This design comes from an exercise in tuning for small area on the open sky130 flow, not from production work. Function was checked by simulation only, so behaviour that the tests miss may differ from the original.

## job 9477
==> module Student_Project, before the edit <==
module Student_Project(input [3:0] IO_PB, input [7:0] IO_DSW, input M_CLOCK, input rst,
		       output [7:0] IO_SSEG, output [3:0] IO_SSEGD, output [3:0] F_LED, output IO_SSEG_COL, output [7:0] IO_LED);
assign F_LED = 4'b0000;
assign IO_SSEG_COL = 1'b1;
reg [2:0] c8;
reg [4:0] c25;
reg ph;          
wire t2 = &c8;
wire blank = c25[4] & c25[3] & c25[0];
wire t1 = t2 & (c25 == 5'd11);
wire ap = t2 & (c25 == 5'd12);
always @(posedge M_CLOCK) begin
	if (rst) begin
		c8 <= 3'd4;
		c25 <= 5'd31;
	end else begin
		c8 <= c8 + 3'd1;
		if (t2)
			c25 <= (c25[4] & c25[3]) ? 5'd0 : c25 + 5'd1;
	end
	if (t2)
		ph <= blank | ~ph;
end
reg S;           
reg [2:0] r;     
reg [2:0] p;     
reg L;           
reg eok;         
reg [1:0] sp;
always @* begin
	case ({r, p})
		6'o00: sp = 2;
		6'o10: sp = 0; 6'o11: sp = 3; 6'o17: sp = 2;
		6'o20: sp = 0; 6'o21: sp = 1; 6'o22: sp = 2;
		6'o30: sp = 3; 6'o31: sp = 2; 6'o32: sp = 1; 6'o33: sp = 0;
		6'o40: sp = 2; 6'o41: sp = 3; 6'o42: sp = 2; 6'o43: sp = 3; 6'o44: sp = 0;
		6'o50: sp = 3; 6'o51: sp = 3; 6'o52: sp = 0; 6'o53: sp = 1; 6'o54: sp = 2; 6'o55: sp = 3;
		6'o60: sp = 2; 6'o61: sp = 1; 6'o62: sp = 3; 6'o63: sp = 0; 6'o64: sp = 1; 6'o65: sp = 2; 6'o66: sp = 2;
		6'o70: sp = 1; 6'o71: sp = 0; 6'o72: sp = 3; 6'o73: sp = 2; 6'o74: sp = 1; 6'o75: sp = 3; 6'o76: sp = 1; 6'o77: sp = 2;
		default: sp = 2'bxx;
	endcase
end
reg [1:0] sf, sl;
always @* begin
	case (r)
		3'd0: begin sf = 2; sl = 2; end
		3'd1: begin sf = 0; sl = 3; end
		3'd2: begin sf = 0; sl = 2; end
		3'd3: begin sf = 3; sl = 0; end
		3'd4: begin sf = 2; sl = 0; end
		3'd5: begin sf = 3; sl = 3; end
		3'd6: begin sf = 2; sl = 2; end
		default: begin sf = 1; sl = 2; end
	endcase
end
wire [1:0] ci = S ? sp : sf;
wire ok = (IO_PB == ~(4'b1000 >> ci));
wire [2:0] n = p + 3'd1;
always @(posedge M_CLOCK) begin
	if (rst) begin
		S <= 1'b0;
		r <= 3'd0;
		p <= 3'd7;
		L <= 1'b0;
	end else if (t1) begin
		L <= ~S;
		if (!S) begin
			if (n == r) begin
				if (ok) begin
					if (r == 3'd0) begin
						r <= 3'd1;
						p <= 3'd7;
					end else begin
						p <= 3'd1;
						S <= 1'b1;
					end
				end else begin
					p <= 3'd0;
					S <= 1'b1;
				end
			end else
				p <= n;
		end else if (ok) begin
			if (p == r) begin
				r <= r + 3'd1;
				p <= 3'd7;
				S <= 1'b0;
			end else
				p <= n;
		end
	end
	if (t1)
		eok <= ok;
end
reg [3:0] s0, s1;
reg fl;
wire base = L & ((S & (r == 3'd0)) | (~S & (r == 3'd1) & (p == 3'd7)));
wire chk = ~(L & ~S & (p != 3'd7));
wire [3:0] inc = S ? {1'b0, p} : {r == 3'd0, r};
wire nz = (s0 != 4'd0) | (s1 != 4'd0);
wire dec = ~eok & nz;
wire [3:0] sum = s0 + (eok ? inc : 4'd15);
wire cy = eok & sum[3] & (sum[2] | sum[1]);
wire [3:0] s0n = base ? {~eok, 3'b000} : (dec & fl) ? 4'd9 : cy ? sum + 4'd6 : (eok | dec) ? sum : s0;
wire [3:0] s1n = base ? {3'b000, eok} : s1 + {{3{dec & fl}}, cy | (dec & fl)};
wire fln = base ? 1'b0 : eok ? fl : dec ? (~fl & (s0 == 4'd1)) : 1'b0;
always @(posedge M_CLOCK) begin
	if (rst) begin
		s0 <= 4'd0;
		s1 <= 4'd0;
	end else if (ap && chk) begin
		s0 <= s0n;
		s1 <= s1n;
	end
	if (ap && chk)
		fl <= fln;
end
wire [3:0] dig = ph ? s1 : s0;
reg [6:0] sg;
always @*
	case (dig)
		4'd1: sg = 7'b1111001;
		4'd2: sg = 7'b0100100;
		4'd3: sg = 7'b0110000;
		4'd4: sg = 7'b0011001;
		4'd5: sg = 7'b0010010;
		4'd6: sg = 7'b0000010;
		4'd7: sg = 7'b1111000;
		4'd8: sg = 7'b0000000;
		4'd9: sg = 7'b0011000;
		default: sg = 7'b1000000;
	endcase
assign IO_SSEG = {1'b1, blank ? 7'h7F : sg};
assign IO_SSEGD = {blank | ph, blank | ~ph, 2'b11};
wire [1:0] li = S ? sl : sp;
assign IO_LED = {L ? (4'b0001 << li) : 4'b0000, 4'b0000};
endmodule
export LEC_CHECK = 0
export CAP_MARGIN = 20
export CORE_MARGIN = 2
export CORE_UTILIZATION = 40
export PLACE_DENSITY = 0.6
export SLEW_MARGIN = 20
create_clock -name core_clock -period 10.0 [get_ports {M_CLOCK}]
standard.sh (not shown) runs the stock make flow with config.mk's settings and CLKGATE_MAP_FILE= SYNTH_SCRIPT=/design/flow/synth_recipe.tcl, a recipe that flattens the netlist after the stock synthesis.
==> flow/flow/run.sh <==
#!/bin/bash
# Standard synthesis, then the combinational logic re-mapped for area (registers
# untouched, result proven equal to the standard netlist), then the standard
# layout with small port buffers and a small clock tree.
set -euo pipefail
R=orfs/results/sky130hd/Student_Project/base
export LIB=$FLOW_HOME/platforms/sky130hd/lib/sky130_fd_sc_hd__tt_025C_1v80.lib
export DONT_USE="$(grep -o 'cell *( *"*sky130_fd_sc_hd__\(lpflow\|probe\)[a-z0-9_]*' $LIB | sed 's/.*(\s*"*//' | sort -u | tr '\n' ' ')"
bash standard.sh synth > 1_standard_synth.log 2>&1
cp $R/1_2_yosys.v std_netlist.v
# candidate ABC scripts: deepsyn with several seeds, and a plain area mapping
printf 'strash\ndch -f\nmap -a\ntopo\n' > abc_0.script
for s in 1 2 3 4 5 6 7; do
	printf '&get -n\n&st\n&deepsyn -T 60 -S %d\n&dch -f\n&nf -R 1000\n&put\n' $s > abc_$s.script
done
run_one() {
	IN=std_netlist.v OUT=reopt_$1.v ABCSCRIPT=abc_$1.script yosys -c flow/reopt.tcl > 2_reopt_$1.log 2>&1 || true
}
for s in 0 1 2 3; do run_one $s & done; wait
for s in 4 5 6 7; do run_one $s & done; wait
best=std_netlist.v
besta=1e12
for s in 0 1 2 3 4 5 6 7; do
	a=$(grep "Chip area for top module '.Student_Project'" 2_reopt_$s.log | tail -1 | awk '{print $NF}' || true)
	[[ -n "$a" && -s reopt_$s.v ]] || continue
	python3 -c "import sys; sys.exit(0 if float('$a') < float('$besta') else 1)" || continue
	if GOLD=std_netlist.v GATE=reopt_$s.v yosys -c flow/equiv.tcl > 3_equiv_$s.log 2>&1; then
		best=reopt_$s.v; besta=$a
	fi
done
echo "chosen netlist: $best ($besta)" > chosen.log
cp $best $R/1_2_yosys.v
rm -f $R/1_synth.odb $R/1_synth.sdc
bash standard.sh BUFFER_PORTS_ARGS="-buffer_cell sky130_fd_sc_hd__buf_1" \
	CTS_ARGS="-sink_clustering_enable -repair_clock_nets -dont_use_dummy_load -buf_list sky130_fd_sc_hd__clkbuf_8 -root_buf sky130_fd_sc_hd__clkbuf_8 -sink_clustering_size 30 -sink_clustering_max_diameter 500" \
	finish > 4_standard_finish.log 2>&1
Other scripts of this flow, unchanged in this note and not shown: flow/flow/equiv.tcl, flow/flow/reopt.tcl
Modified inputs, job 526 compared to job 9477
--- a/flow/design.v
+++ b/flow/design.v
@@ -26,20 +26,9 @@
 reg [2:0] p;     
 reg L;           
 reg eok;         
-reg [1:0] sp;
-always @* begin
-	case ({r, p})
-		6'o00: sp = 2;
-		6'o10: sp = 0; 6'o11: sp = 3; 6'o17: sp = 2;
-		6'o20: sp = 0; 6'o21: sp = 1; 6'o22: sp = 2;
-		6'o30: sp = 3; 6'o31: sp = 2; 6'o32: sp = 1; 6'o33: sp = 0;
-		6'o40: sp = 2; 6'o41: sp = 3; 6'o42: sp = 2; 6'o43: sp = 3; 6'o44: sp = 0;
-		6'o50: sp = 3; 6'o51: sp = 3; 6'o52: sp = 0; 6'o53: sp = 1; 6'o54: sp = 2; 6'o55: sp = 3;
-		6'o60: sp = 2; 6'o61: sp = 1; 6'o62: sp = 3; 6'o63: sp = 0; 6'o64: sp = 1; 6'o65: sp = 2; 6'o66: sp = 2;
-		6'o70: sp = 1; 6'o71: sp = 0; 6'o72: sp = 3; 6'o73: sp = 2; 6'o74: sp = 1; 6'o75: sp = 3; 6'o76: sp = 1; 6'o77: sp = 2;
-		default: sp = 2'bxx;
-	endcase
-end
+wire [1:0] sp;
+assign sp[0] = r[1]&p[2]&~p[1]&~p[0] | r[0]&p[2]&~p[1]&p[0] | r[2]&~r[1]&r[0]&~p[2]&~p[1] | r[1]&r[0]&~p[0] | ~r[1]&~p[2]&p[0] | ~r[0]&~p[2]&~p[1]&p[0] | r[2]&r[1]&~p[2]&p[1]&~p[0];
+assign sp[1] = r[2]&r[1]&r[0]&~p[2]&p[1] | ~r[2]&~r[1]&p[0] | ~r[2]&r[1]&r[0]&~p[1] | r[2]&~r[0]&~p[2]&~p[0] | ~r[0]&p[1]&~p[0] | ~r[1]&~r[0]&~p[2] | p[2]&p[0] | r[2]&~r[1]&r[0]&~p[1];
 reg [1:0] sf, sl;
 always @* begin
 	case (r)
==> summary.txt <==
Looking at last element of the critical path, the IO_LED[7] result is from job 526; the IO_LED[6] one comes from job 9477. Job 9477 → job 526: post-placement worst setup slack saw a decrease; instance count of the mapped netlist -3; count of multi-input combinational gates climbed 2.4%; area growth from synthesis to final layout did not really move. Job 526 against job 9477: number of design-rule violations left by the first detailed-router iteration picked up an extra about 90%, via count picked up an extra 35, post-detailed-routing wire length picked up an extra about 1.4%.

-- port drivers added, routing unchanged --
The results above use ideal ports. As a check the final layouts listed here were re-extracted and re-timed, cells and wires unchanged.
Step 1 (the two cells are an assumption about what drives the block):
set clk [get_ports {M_CLOCK}]
set_driving_cell -lib_cell sky130_fd_sc_hd__clkbuf_16 $clk
set_driving_cell -lib_cell sky130_fd_sc_hd__buf_2 [delete_from_list [all_inputs] $clk]
Step 2 times the ports against the registers' clock, not the clock port: input delays grow and output delays shrink by t, the midpoint of the rising clock arrivals with the driver on.
Slacks: ideal ports / drivers / drivers and shift; pairs: ideal ports / drivers.
run | shift t [ns] | slack for setup (ns) | clock arrival spread, ns
job 9477 | 0.291 | 5.693 / 5.668 / 5.959 | 0.008 / 0.009
job 526 | 0.290 | 5.681 / 5.656 / 5.946 | 0.021 / 0.021
After both steps setup and hold are still met in every run listed.
